What follows belongs to an exercise in optimizing a design on an open flow for small area; a production flow would make more cautious choices.
Where RTL was checked, it was by simulation tests only, not by an equivalence proof against the original.
Power figures rest on the tool's default switching activity, not on a simulated workload.

==> 08-15 <==
Design usb_cdl, start of the top module:
module usb_cdl(
    input logic clk,
    input logic n_rst,
    input logic hsel,
    input logic [7:0] haddr,
    input logic [1:0] hsize,
    input logic [1:0] htrans,
    input logic [2:0] hburst,
    input logic hwrite,
    input logic [31:0] hwdata,
    output logic [31:0] hrdata,
    output logic hresp,
    output logic hready,
    input logic dplus_in,
    input logic dminus_in,
    output logic dplus_out,
    output logic dminus_out,
    output logic d_mode
);
==> module data_buffer, before the edit <==
module data_buffer (
    input logic clk,
    input logic n_rst,
    input logic get_rx_data,
    input logic store_tx_data,
    input logic [7:0] tx_data,
    input logic clear,
    input logic get_tx_packet_data,
    input logic [7:0] rx_packet_data,
    input logic store_rx_packet_data,
    input logic flush,
    output logic [6:0] buffer_occupancy,
    output logic [7:0] rx_data,
    output logic [7:0] tx_packet_data
);
logic [7:0] mem [0:62];
logic [5:0] w_addr, r_addr;
logic wrapped;
logic st, gt, occ64, occ0, wr_ok, rd_ok, w63, r63, w0, r0;
logic [5:0] wslot, rslot;
logic do_write, do_read_tx, do_read_rx, wr_any, rd_clr, fl;
logic [7:0] wd, rd;
logic [62:0] wsel, rsel;
assign st = store_rx_packet_data | store_tx_data;
assign gt = get_rx_data | get_tx_packet_data;
assign occ64 = buffer_occupancy[6];
assign occ0 = buffer_occupancy == 7'd0;
assign wr_ok = !occ64 && buffer_occupancy[5:0] != 6'd63;
assign rd_ok = buffer_occupancy[6:1] != 6'd0;
assign w63 = w_addr == 6'd63;
assign r63 = r_addr == 6'd63;
assign w0 = w_addr == 6'd0;
assign r0 = r_addr == 6'd0;
assign wslot = w63 ? 6'd0 : w_addr;
assign rslot = r63 ? 6'd0 : r_addr;
assign wr_any = st && wr_ok;
assign do_write = wr_any && (store_rx_packet_data || !w63 || !r0);
assign do_read_tx = !st && get_tx_packet_data && rd_ok && !(r63 && w0);
assign rd_clr = !st && get_tx_packet_data && rd_ok && r63 && w0;
assign do_read_rx = !st && !get_tx_packet_data && get_rx_data && rd_ok && (r_addr != w_addr);
assign fl = !st && !gt && (flush || clear);
assign wd = store_rx_packet_data ? rx_packet_data : tx_data;
always_ff @(posedge clk, negedge n_rst) begin
    if (!n_rst) begin
        buffer_occupancy <= 7'd0;
        w_addr <= 6'd0;
        r_addr <= 6'd0;
        wrapped <= 1'b0;
    end else begin
        if (st) begin
            if (!occ64) buffer_occupancy <= buffer_occupancy + 7'd1;
        end else if (gt) begin
            if (!occ0) buffer_occupancy <= buffer_occupancy - 7'd1;
        end else if (flush || clear) begin
            buffer_occupancy <= 7'd0;
        end
        if (fl) begin
            w_addr <= 6'd0;
            r_addr <= 6'd0;
            wrapped <= 1'b0;
        end else begin
            if (wr_any) w_addr <= do_write ? wslot + 6'd1 : 6'd0;
            if (do_read_tx || do_read_rx) r_addr <= rslot + 6'd1;
            else if (rd_clr) r_addr <= 6'd0;
            if (w63) wrapped <= 1'b1;
        end
    end
end
fifo_dec wdec (.en(do_write), .a(w_addr), .sel(wsel));
fifo_dec rdec (.en(1'b1), .a(r_addr), .sel(rsel));
genvar s, b;
generate
    for (s = 0; s < 63; s = s + 1) begin : g_slot
        always_ff @(posedge clk) begin
            if (wsel[s]) mem[s] <= wd;
        end
    end
    for (b = 0; b < 8; b = b + 1) begin : g_bit
        logic [62:0] col;
        for (s = 0; s < 63; s = s + 1) begin : g_col
            assign col[s] = mem[s][b];
        end
        fifo_rdbit rb (.sel(rsel), .d(col), .y(rd[b]));
    end
endgenerate
logic valid;
assign valid = wrapped || rslot < w_addr;
assign tx_packet_data = (do_read_tx && valid) ? rd : 8'd0;
assign rx_data = (do_read_rx && valid) ? rd : 8'd0;
endmodule
Settings: LEC_CHECK=0, CAP_MARGIN=20, CORE_MARGIN=2, CORE_UTILIZATION=65, CTS_BUF_LIST=sky130_fd_sc_hd__clkbuf_4 sky130_fd_sc_hd__clkbuf_8, SLEW_MARGIN=20, SYNTH_HIERARCHICAL=1; clock period 10.0 ns.
run.sh (not shown) runs the stock make flow with config.mk's settings and CLKGATE_MAP_FILE= SYNTH_SCRIPT=/design/flow/synth_recipe.tcl, a recipe that flattens the netlist after the stock synthesis.
==> inputs of 10-06, as changes to 08-15 <==
--- a/flow/design.v
+++ b/flow/design.v
@@ -288,17 +288,16 @@
     input logic store_rx_packet_data,
     input logic flush,
     output logic [6:0] buffer_occupancy,
     output logic [7:0] rx_data,
     output logic [7:0] tx_packet_data
 );
 logic [7:0] mem [0:62];
 logic [5:0] w_addr, r_addr;
-logic wrapped;
 logic st, gt, occ64, occ0, wr_ok, rd_ok, w63, r63, w0, r0;
 logic [5:0] wslot, rslot;
 logic do_write, do_read_tx, do_read_rx, wr_any, rd_clr, fl;
 logic [7:0] wd, rd;
 logic [62:0] wsel, rsel;
 assign st = store_rx_packet_data | store_tx_data;
 assign gt = get_rx_data | get_tx_packet_data;
 assign occ64 = buffer_occupancy[6];
@@ -318,34 +317,31 @@
 assign do_read_rx = !st && !get_tx_packet_data && get_rx_data && rd_ok && (r_addr != w_addr);
 assign fl = !st && !gt && (flush || clear);
 assign wd = store_rx_packet_data ? rx_packet_data : tx_data;
 always_ff @(posedge clk, negedge n_rst) begin
     if (!n_rst) begin
         buffer_occupancy <= 7'd0;
         w_addr <= 6'd0;
         r_addr <= 6'd0;
-        wrapped <= 1'b0;
     end else begin
         if (st) begin
             if (!occ64) buffer_occupancy <= buffer_occupancy + 7'd1;
         end else if (gt) begin
             if (!occ0) buffer_occupancy <= buffer_occupancy - 7'd1;
         end else if (flush || clear) begin
             buffer_occupancy <= 7'd0;
         end
         if (fl) begin
             w_addr <= 6'd0;
             r_addr <= 6'd0;
-            wrapped <= 1'b0;
-        end else begin
+            end else begin
             if (wr_any) w_addr <= do_write ? wslot + 6'd1 : 6'd0;
             if (do_read_tx || do_read_rx) r_addr <= rslot + 6'd1;
             else if (rd_clr) r_addr <= 6'd0;
-            if (w63) wrapped <= 1'b1;
         end
     end
 end
 fifo_dec wdec (.en(do_write), .a(w_addr), .sel(wsel));
 fifo_dec rdec (.en(1'b1), .a(r_addr), .sel(rsel));
 genvar s, b;
 generate
     for (s = 0; s < 63; s = s + 1) begin : g_slot
@@ -356,20 +352,18 @@
     for (b = 0; b < 8; b = b + 1) begin : g_bit
         logic [62:0] col;
         for (s = 0; s < 63; s = s + 1) begin : g_col
             assign col[s] = mem[s][b];
         end
         fifo_rdbit rb (.sel(rsel), .d(col), .y(rd[b]));
     end
 endgenerate
-logic valid;
-assign valid = wrapped || rslot < w_addr;
-assign tx_packet_data = (do_read_tx && valid) ? rd : 8'd0;
-assign rx_data = (do_read_rx && valid) ? rd : 8'd0;
+assign tx_packet_data = do_read_tx ? rd : 8'd0;
+assign rx_data = do_read_rx ? rd : 8'd0;
 endmodule
 module fifo_dec (
     input logic en,
     input logic [5:0] a,
     output logic [62:0] sel
 );
 logic [7:0] hi_n, lo_n;
 fifo_predec ph (.en(en), .a(a[5:3]), .y_n(hi_n));
==> flow/flow/run.sh (new file) <==
#!/bin/bash
# Own layout flow: the standard flow with a smaller clock tree (no dummy
# loads), minimum-size port buffers and power recovery (downsizing).
set -e
cat >> config.mk <<'EOC'
export CTS_ARGS = -sink_clustering_enable -repair_clock_nets -sink_clustering_size 16 -sink_clustering_max_diameter 50 -buf_list sky130_fd_sc_hd__clkbuf_8 -dont_use_dummy_load
export BUFFER_PORTS_ARGS = -buffer_cell sky130_fd_sc_hd__buf_1
export RECOVER_POWER = 100
EOC
bash standard.sh > standard.log 2>&1
==> flow/standard.sh (new file) <==
#!/bin/bash
# synth_recipe.tcl (not shown) runs the flow's synth.tcl, then flattens the netlist and writes it again
# the make line also repeats each setting of config.mk as NAME=value (left out here)
make -C /OpenROAD-flow-scripts/flow DESIGN_CONFIG=/design/flow/config.mk WORK_HOME=/design/flow/orfs CLKGATE_MAP_FILE= SYNTH_SCRIPT=/design/flow/synth_recipe.tcl "${@:-finish}"
- BUFFER_PORTS_ARGS: not set -> -buffer_cell sky130_fd_sc_hd__buf_1
- CTS_ARGS: not set -> -sink_clustering_enable -repair_clock_nets -sink_clustering_size 16 -sink_clustering_max_diameter 50 -buf_list sky130_fd_sc_hd__clkbuf_8 -dont_use_dummy_load
- CTS_BUF_LIST: sky130_fd_sc_hd__clkbuf_4 sky130_fd_sc_hd__clkbuf_8 -> sky130_fd_sc_hd__clkbuf_8
- CTS_CLUSTER_DIAMETER: not set -> 50
- CTS_CLUSTER_SIZE: not set -> 16
- RECOVER_POWER: not set -> 100
removed: flow/run.sh
==> inputs of 07-05, as changes to 08-15 <==
--- a/flow/design.v
+++ b/flow/design.v
@@ -7,20 +7,31 @@
     output logic [2:0] rx_packet,
     output logic rx_data_ready,
     output logic rx_transfer_active,
     output logic rx_error,
     output logic flush,
     output logic store_rx_packet_data,
     output logic [7:0] rx_packet_data
 );
-    localparam logic [3:0] S_IDLE = 4'd0, S_SYNC_WAIT = 4'd1, S_MATCH = 4'd2, S_TOKEN = 4'd3,
-                           S_MATCH_ERR = 4'd4, S_HS = 4'd5, S_DATA = 4'd6, S_INOUT = 4'd7,
-                           S_STORE = 4'd8, S_DATA_WAIT = 4'd9, S_EOP1 = 4'd10, S_EOP2 = 4'd11,
-                           S_PACK = 4'd12, S_EOP_ERROR = 4'd13, S_ERROR = 4'd14;
+    localparam logic [3:0] S_IDLE = 4'd0,
+                           S_SYNC_WAIT = 4'd14,
+                           S_MATCH = 4'd6,
+                           S_TOKEN = 4'd10,
+                           S_MATCH_ERR = 4'd9,
+                           S_HS = 4'd4,
+                           S_DATA = 4'd12,
+                           S_INOUT = 4'd7,
+                           S_STORE = 4'd8,
+                           S_DATA_WAIT = 4'd13,
+                           S_EOP1 = 4'd3,
+                           S_EOP2 = 4'd11,
+                           S_PACK = 4'd15,
+                           S_EOP_ERROR = 4'd1,
+                           S_ERROR = 4'd2;
     logic dp_meta, dp_s, dm_meta, dm_s, dp_prev, dec_prev;
     logic [2:0] q1;
     logic [3:0] c2;
     logic [3:0] cc;
     logic [3:0] state, nxt_state;
     logic [2:0] nxt_pid;
     logic active, shift_en, byte_received, d_edge, eop, d_orig;
     logic addr_en, eop_en, address_comp, eop_1_comp, eop_comp;
@@ -200,51 +211,51 @@
         if (!n_rst) begin
             state <= IDLE;
             tstate <= T_IDLE;
             c1 <= 4'd0;
             c2 <= 4'd0;
             en_reg <= 1'b0;
             next_load_enable_reg <= 1'b0;
             shift_encoder <= 1'b0;
-            tx_packet_reg <= 3'd0;
-            sr <= 8'hff;
             dplus_out <= 1'b1;
             dminus_out <= 1'b0;
         end else begin
             state <= next_state;
             en_reg <= active;
             next_load_enable_reg <= next_load_enable;
             shift_encoder <= shift_strobe || load_enable;
-            tx_packet_reg <= tx_packet_sync;
             if (!active) begin
                 tstate <= T_IDLE;
                 c1 <= 4'd0;
                 c2 <= 4'd0;
             end else begin
                 case (tstate)
                     T_IDLE: tstate <= T_SHORT1;
                     T_SHORT1: if (shift_strobe) tstate <= T_SHORT2;
                     T_SHORT2: if (shift_strobe) tstate <= T_LONG;
                     default: if (shift_strobe) tstate <= T_SHORT1;
                 endcase
                 c1 <= shift_strobe ? 4'd1 : c1 + 4'd1;
                 if (shift_strobe || !en_reg) c2 <= c2[3] ? 4'd1 : c2 + 4'd1;
             end
-            if (load_enable || packet_done) sr <= parallel_data;
-            else if (shift_strobe) sr <= {1'b1, sr[7:1]};
             if (next_eop) begin
                 dplus_out <= 1'b0;
                 dminus_out <= 1'b0;
             end else begin
                 dplus_out <= next_d_plus;
                 dminus_out <= !next_d_plus;
             end
         end
     end
+    always_ff @(posedge clk) begin
+        tx_packet_reg <= tx_packet_sync;
+        if (load_enable || packet_done) sr <= parallel_data;
+        else if (shift_strobe) sr <= {1'b1, sr[7:1]};
+    end
     always_comb begin
         next_state = state;
         case (state)
             IDLE: if (tx_packet != 3'd0) next_state = SYNC;
             SYNC: if (packet_done) next_state = ID;
             ID: if (packet_done) begin
                     if (tx_packet_sync == 3'd1) next_state = occ0 ? EEOP1 : DATA;
                     else next_state = EOP1;
@@ -288,17 +299,16 @@
     input logic store_rx_packet_data,
     input logic flush,
     output logic [6:0] buffer_occupancy,
     output logic [7:0] rx_data,
     output logic [7:0] tx_packet_data
 );
 logic [7:0] mem [0:62];
 logic [5:0] w_addr, r_addr;
-logic wrapped;
 logic st, gt, occ64, occ0, wr_ok, rd_ok, w63, r63, w0, r0;
 logic [5:0] wslot, rslot;
 logic do_write, do_read_tx, do_read_rx, wr_any, rd_clr, fl;
 logic [7:0] wd, rd;
 logic [62:0] wsel, rsel;
 assign st = store_rx_packet_data | store_tx_data;
 assign gt = get_rx_data | get_tx_packet_data;
 assign occ64 = buffer_occupancy[6];
@@ -318,34 +328,31 @@
 assign do_read_rx = !st && !get_tx_packet_data && get_rx_data && rd_ok && (r_addr != w_addr);
 assign fl = !st && !gt && (flush || clear);
 assign wd = store_rx_packet_data ? rx_packet_data : tx_data;
 always_ff @(posedge clk, negedge n_rst) begin
     if (!n_rst) begin
         buffer_occupancy <= 7'd0;
         w_addr <= 6'd0;
         r_addr <= 6'd0;
-        wrapped <= 1'b0;
     end else begin
         if (st) begin
             if (!occ64) buffer_occupancy <= buffer_occupancy + 7'd1;
         end else if (gt) begin
             if (!occ0) buffer_occupancy <= buffer_occupancy - 7'd1;
         end else if (flush || clear) begin
             buffer_occupancy <= 7'd0;
         end
         if (fl) begin
             w_addr <= 6'd0;
             r_addr <= 6'd0;
-            wrapped <= 1'b0;
-        end else begin
+            end else begin
             if (wr_any) w_addr <= do_write ? wslot + 6'd1 : 6'd0;
             if (do_read_tx || do_read_rx) r_addr <= rslot + 6'd1;
             else if (rd_clr) r_addr <= 6'd0;
-            if (w63) wrapped <= 1'b1;
         end
     end
 end
 fifo_dec wdec (.en(do_write), .a(w_addr), .sel(wsel));
 fifo_dec rdec (.en(1'b1), .a(r_addr), .sel(rsel));
 genvar s, b;
 generate
     for (s = 0; s < 63; s = s + 1) begin : g_slot
@@ -356,20 +363,18 @@
     for (b = 0; b < 8; b = b + 1) begin : g_bit
         logic [62:0] col;
         for (s = 0; s < 63; s = s + 1) begin : g_col
             assign col[s] = mem[s][b];
         end
         fifo_rdbit rb (.sel(rsel), .d(col), .y(rd[b]));
     end
 endgenerate
-logic valid;
-assign valid = wrapped || rslot < w_addr;
-assign tx_packet_data = (do_read_tx && valid) ? rd : 8'd0;
-assign rx_data = (do_read_rx && valid) ? rd : 8'd0;
+assign tx_packet_data = do_read_tx ? rd : 8'd0;
+assign rx_data = do_read_rx ? rd : 8'd0;
 endmodule
 module fifo_dec (
     input logic en,
     input logic [5:0] a,
     output logic [62:0] sel
 );
 logic [7:0] hi_n, lo_n;
 fifo_predec ph (.en(en), .a(a[5:3]), .y_n(hi_n));
@@ -456,39 +461,38 @@
     assign rd = hsel && !hwrite;
     assign rd_start = rd && htrans == 2'd2 && a_lo && hsize != 2'd3;
     assign hresp = (hwrite && (haddr == 8'd4 || haddr == 8'd5 || haddr == 8'd6 || haddr == 8'd7 || haddr == 8'd8)) ||
                    haddr == 8'd9 || haddr == 8'd10 || haddr == 8'd11 || haddr > 8'd13;
     assign d_mode = tx_transfer_active;
     always_ff @(posedge clk, negedge n_rst) begin
         if (!n_rst) begin
             hrdata <= 32'd0;
-            addr <= 4'd0;
             write <= 1'b0;
             size <= 2'd0;
             db <= 32'd0;
             state <= IDLE;
             tx_packet <= 3'd0;
             clear <= 1'b0;
             db1 <= 32'd0;
         end else begin
             hrdata <= n_hrdata;
-            addr <= haddr[3:0];
             if (a0 && htrans == 2'd2) size <= hsize;
             write <= hwrite;
             for (int k = 0; k < 4; k++) begin
                 if (db_we[k]) db[8 * k +: 8] <= rx_data;
                 if (db1_we[k]) db1[8 * k +: 8] <= hwdata[8 * k +: 8];
             end
             state <= nstate;
             if (tp_we) tx_packet <= hwdata[2:0];
             else if (tx_transfer_active) tx_packet <= 3'd0;
             clear <= n_clear;
         end
     end
+    always_ff @(posedge clk) addr <= haddr[3:0];
     logic wr_go;
     assign wr_go = write && hsel && addr[3:2] == 2'b00 && size != 2'd3;
     always_comb begin
         nstate = state;
         hready = 1'b1;
         get_rx_data = 1'b0;
         store_tx_data = 1'b0;
         db_we = 4'd0;
==> flow/flow/run.sh (new file) <==
#!/bin/bash
# Own layout flow: the standard flow (standard.sh) with a smaller clock
# tree (sink clusters of up to 14 flip-flops under clkbuf_8 leaf buffers, no
# dummy loads) and minimum-size port buffers. Each tool's log stays under
# orfs/logs; standard.sh's own output goes to standard.log.
set -e
cat >> config.mk <<'EOC'
export CTS_ARGS = -sink_clustering_enable -repair_clock_nets -sink_clustering_size 14 -sink_clustering_max_diameter 50 -buf_list sky130_fd_sc_hd__clkbuf_8 -dont_use_dummy_load
export BUFFER_PORTS_ARGS = -buffer_cell sky130_fd_sc_hd__buf_1
EOC
bash standard.sh > standard.log 2>&1
==> flow/standard.sh (new file) <==
#!/bin/bash
# synth_recipe.tcl (not shown) runs the flow's synth.tcl, then flattens the netlist and writes it again
# the make line also repeats each setting of config.mk as NAME=value (left out here)
make -C /OpenROAD-flow-scripts/flow DESIGN_CONFIG=/design/flow/config.mk WORK_HOME=/design/flow/orfs CLKGATE_MAP_FILE= SYNTH_SCRIPT=/design/flow/synth_recipe.tcl "${@:-finish}"
- BUFFER_PORTS_ARGS: not set -> -buffer_cell sky130_fd_sc_hd__buf_1
- CTS_ARGS: not set -> -sink_clustering_enable -repair_clock_nets -sink_clustering_size 14 -sink_clustering_max_diameter 50 -buf_list sky130_fd_sc_hd__clkbuf_8 -dont_use_dummy_load
- CTS_BUF_LIST: sky130_fd_sc_hd__clkbuf_4 sky130_fd_sc_hd__clkbuf_8 -> sky130_fd_sc_hd__clkbuf_8
- CTS_CLUSTER_DIAMETER: not set -> 50
- CTS_CLUSTER_SIZE: not set -> 16
removed: flow/run.sh
==> run summary <==
Against 08-15, the clock-buffer cell count of 10-06 is lower by 99. 07-05 finished with timing, DRC and antenna clean. 08-15 completed without violations. 10-06 finished with max-capacitance violations, max-slew violations left. In 07-05 the via count is higher than in 10-06, by about 1%. Critical path depth is the same in 10-06 and 08-15. Between 07-05 and 10-06, the lower clock power is in 10-06 (gap about 4%, measured against 10-06). In 07-05 the sequential power is higher than in 08-15, by about 8%. Of 07-05 and 08-15, 08-15 has the higher area after synthesis (gap 1.6%, measured against 08-15). Register-to-register slack, highest first: 08-15, 07-05, 10-06.
==> figures <==
metric	10-06	08-15	07-05
Worst Max-Slew Pin Slew	4530 ps	1070 ps	1030 ps
Clock buf/inv share	2.50%	6.46%	2.67%
Number of standard-cell rows in the floorplan	78	79	78
Total Nets Final	2320	2405	2310
Vias post-DR	19500	20300	19700
Number of buffers added by the clock tree synthesis step	57	107	61
Post-Synthesis Cells	2154	2183	2127
Post-route minimum period	6270 ps	6700 ps	5940 ps
Switching power summed over all nets	0.00145 W	0.00169 W	0.00202 W
Final slew viol count	622	0	0
Placement-stage worst setup slack	4250 ps	3280 ps	4110 ps
Switching part of the total power	26.7%	25.9%	31.5%
Result of the run	failed layout checks	timing/DRC/antenna clean	timing/DRC/antenna clean
Layout check failures	max-capacitance violations, max-slew violations	-	-
DP Area	30800 µm²	31600 µm²	30600 µm²
Final setup margin	3730 ps	3300 ps	4060 ps
No functional check of the RTL was part of 08-15.

[what the ideal ports hide]
In the flow no input, the clock included, has a driving cell. The finished layouts below were timed again as built, in two steps. Step 1 (the two cells are an assumption about what drives the block):
set clk [get_ports {clk}]
set_driving_cell -lib_cell sky130_fd_sc_hd__clkbuf_16 $clk
set_driving_cell -lib_cell sky130_fd_sc_hd__buf_2 [delete_from_list [all_inputs] $clk]
Step 2 adds t to the input delays and takes it off the output delays; t is the mean of the earliest and latest rising clock arrival at the registers after step 1. Input paths then give back, and output paths get back, about the clock's delay inside the block. a / b / c = ideal / step 1 / step 2; a / b = the first two.
run | t, ns | setup WS [ns] | slew at the worst register clock pin (ns)
08-15 | 0.760 | 3.301 / 3.269 / 3.269 | 0.07 / 0.07
10-06 | 0.726 | 3.728 / 3.704 / 3.631 | 0.11 / 0.11
07-05 | 0.738 | 4.062 / 4.042 / 4.042 | 0.09 / 0.09
For 10-06, which loses most, drivers alone change the setup slack by -0.024 ns; drivers and shift together by -0.097 ns. Setup slack includes reset recovery checks.
